This is an optimization exercise on Yosys and OpenROAD, whose aim is small area, not a production implementation.
Function was checked by simulation only, so behaviour that the tests miss may differ from the original. No driver is modelled on the clock port, so clocking that relies on it looks cheaper here than on a real chip.

== run a ==
==> flow/design.v (excerpt) <==
module LedMatrix (
  output     [34:0]   io_col,
  output     [5:0]    io_row,
  input               bus_write,
  input      [6:0]    bus_address,
  input      [31:0]   bus_writeData,
  input               clk,
  input               reset
);
  reg  [12:0] pwmDiv;
  reg  [9:0]  rowDiv;
  reg  [7:0]  pwmCnt;
  reg  [2:0]  rowCnt;
  wire        pwmTick = (pwmDiv == 13'd5000);
  wire        rowTick = (rowDiv == 10'd833);
  always @(posedge clk or posedge reset) begin
    if (reset) begin
      pwmDiv  <= 13'd0;
      rowDiv  <= 10'd0;
      pwmCnt  <= 8'd0;
      rowCnt  <= 3'd0;
    end else begin
      pwmDiv  <= pwmTick ? 13'd1 : pwmDiv + 13'd1;
      rowDiv  <= rowTick ? 10'd1 : rowDiv + 10'd1;
      if (pwmTick) pwmCnt <= pwmCnt + 8'd1;
      if (rowTick) rowCnt <= (rowCnt == 3'd5) ? 3'd0 : rowCnt + 3'd1;
    end
  end
  reg         ph;
  always @(posedge clk or posedge reset) begin
    if (reset) ph <= 1'b1;
    else       ph <= ~ph;
  end
  wire        clr = (rowDiv == 10'd0);
  wire [23:0] wd = bus_writeData[23:0] ^ {24{ph}};
  reg  [7:0] r0;
  ...
Size in the first run: roughly 4400 cells after synthesis, roughly 1400 flip-flops.
==> flow/config.mk <==
export PLATFORM = sky130hd
export DESIGN_NAME = LedMatrix
export DESIGN_NICKNAME = LedMatrix
export VERILOG_FILES = /design/flow/design.v
export SDC_FILE = /design/flow/constraint.sdc
export NUM_CORES = 4
export LEC_CHECK = 0
export CAP_MARGIN = 5
export CORE_MARGIN = 2
export CORE_UTILIZATION = 75
export CTS_BUF_LIST = sky130_fd_sc_hd__clkbuf_16
export CTS_CLUSTER_DIAMETER = 80
export CTS_CLUSTER_SIZE = 30
export SLEW_MARGIN = 5
==> flow/constraint.sdc <==
create_clock -name core_clock -period 10.0 [get_ports {clk}]
set_input_delay 2.0000 -clock core_clock [delete_from_list [all_inputs] [get_ports {clk}]]
set_output_delay 2.0000 -clock core_clock [all_outputs]
set_load 0.01 [all_outputs]
standard.sh (not shown) runs the stock make flow with config.mk's settings and CLKGATE_MAP_FILE= SYNTH_SCRIPT=/design/flow/synth_recipe.tcl, a recipe that flattens the netlist after the stock synthesis.
==> flow/flow/run.sh <==
#!/bin/bash
# Own flow: the standard layout (standard.sh) with three changes:
#  - synthesis runs flow/synth.tcl, which maps the logic with ABC's &nf area mapper
#    (flow/area.abc); registers are mapped before ABC, exactly as in the standard synthesis;
#  - ports are buffered with sky130_fd_sc_hd__buf_1;
#  - clock tree synthesis runs without dummy loads.
set -euo pipefail
W=$(pwd)
F=$W/flow
export MY_ABC_SCRIPT=$F/area.abc
sed "s#SYNTH_SCRIPT=[^ ]*#SYNTH_SCRIPT=$F/synth.tcl#" standard.sh > "$W/own_standard.sh"
grep -q "SYNTH_SCRIPT=$F/synth.tcl" "$W/own_standard.sh"
CTS="-sink_clustering_enable -repair_clock_nets -sink_clustering_size 30 -sink_clustering_max_diameter 80 -buf_list sky130_fd_sc_hd__clkbuf_16 -dont_use_dummy_load"
bash "$W/own_standard.sh" "CTS_ARGS=$CTS" "BUFFER_PORTS_ARGS=-buffer_cell sky130_fd_sc_hd__buf_1" finish > "$W/flow_make.log" 2>&1
==> flow/flow/area.abc <==
strash
&get -n
&st
&dch -f
&nf -p -a -R 1000
&put
==> flow/flow/synth.tcl <==
# The standard synthesis (synth_recipe.tcl), except that the final technology mapping
# runs ABC with the script named by MY_ABC_SCRIPT instead of ORFS's. Registers are mapped
# before ABC runs, so their names and cells are the standard synthesis's.
proc synth {args} { yosys synth -nofsm -noshare {*}$args }
proc abc {args} {
  set i [lsearch -exact $args -script]
  if {$i >= 0} { set args [lreplace $args $i [expr {$i + 1}] -script $::env(MY_ABC_SCRIPT)] }
  yosys abc {*}$args
}
source $::env(SCRIPTS_DIR)/synth.tcl
# left out here: clear keep_hierarchy, flatten, clean up, hide names made inside functions, write 1_2_yosys.v
What run b does differently from run a at the input level:
--- a/flow/design.v
+++ b/flow/design.v
@@ -3,35 +3,37 @@
   output     [34:0]   io_col,
   output     [5:0]    io_row,
   input               bus_write,
   input      [6:0]    bus_address,
   input      [31:0]   bus_writeData,
   input               clk,
   input               reset
 );
   reg  [12:0] pwmDiv;
   reg  [9:0]  rowDiv;
   reg  [7:0]  pwmCnt;
   reg  [2:0]  rowCnt;
-  wire        pwmTick = (pwmDiv == 13'd5000);
-  wire        rowTick = (rowDiv == 10'd833);
+  wire        pwmTick = (pwmDiv == 13'd3458);
+  wire        rowTick = (rowDiv == 10'd473);
+  wire        pwmFb = ~(pwmDiv[12] ^ pwmDiv[3] ^ pwmDiv[2] ^ pwmDiv[0]);
+  wire        rowFb = ~(rowDiv[9] ^ rowDiv[6]);
   always @(posedge clk or posedge reset) begin
     if (reset) begin
       pwmDiv  <= 13'd0;
       rowDiv  <= 10'd0;
       pwmCnt  <= 8'd0;
       rowCnt  <= 3'd0;
     end else begin
-      pwmDiv  <= pwmTick ? 13'd1 : pwmDiv + 13'd1;
-      rowDiv  <= rowTick ? 10'd1 : rowDiv + 10'd1;
+      pwmDiv  <= pwmTick ? 13'd1 : {pwmDiv[11:0], pwmFb};
+      rowDiv  <= rowTick ? 10'd1 : {rowDiv[8:0], rowFb};
       if (pwmTick) pwmCnt <= pwmCnt + 8'd1;
       if (rowTick) rowCnt <= (rowCnt == 3'd5) ? 3'd0 : rowCnt + 3'd1;
     end
   end
   reg         ph;
   always @(posedge clk or posedge reset) begin
     if (reset) ph <= 1'b1;
     else       ph <= ~ph;
   end
   wire        clr = (rowDiv == 10'd0);
   wire [23:0] wd = bus_writeData[23:0] ^ {24{ph}};
   reg  [7:0] r0;
--- outcome ---
There was hardly any difference in number of levels the H-tree was split into between run a and run b.
From run a to run b the numbers moved as follows: number of nets produced by synthesis decreased 49; wire length +1900 um; non-clock buffering overhead in the final layout barely changed; maximum single-stage delay on the critical path went up.
There was hardly any difference in detailed-route vias per instance between run b and run a.
Total met3 wirelength after detailed routing, run b vs run a: down by a few percent
Count of clock buffers in the final design came out exactly the same in run b and run a.
Looking at sequential-to-total area share from yosys stat, run b sits 0.31 points higher than run a does.
Run b: area of combinational cells with multiple inputs is about 1.3% lower than what run a reported.
Compared run b vs run a, and post-layout instance area is down in run b.

-- afterwards: timing with drivers on the ports --
How much do the figures lean on ideal ports? The routed layouts below were timed once more, with nothing changed but the port constraints. Step 1 (the two cells are an assumption about what drives the block):
set clk [get_ports {clk}]
set_driving_cell -lib_cell sky130_fd_sc_hd__clkbuf_16 $clk
set_driving_cell -lib_cell sky130_fd_sc_hd__buf_2 [delete_from_list [all_inputs] $clk]
Step 2 adds t to the input delays and takes it off the output delays; t is the mean of the earliest and latest rising clock arrival at the registers after step 1. Input paths then give back, and output paths get back, about the clock's delay inside the block. Slacks: no drivers / after step 1 / after step 2; pairs: no drivers / after step 1.
| run | t (ns) | setup WS [ns] | worst hold slack (ns) | worst slew at a driven data input, ns |
|---|---|---|---|---|
| run a | 0.728 | 2.031 / 1.961 / 2.689 | 0.439 / 0.439 / 0.439 | 0.12 |
| run b | 0.716 | 2.107 / 2.039 / 2.755 | 0.405 / 0.405 / 0.405 | 0.08 |
After both steps every run listed still meets setup and hold.
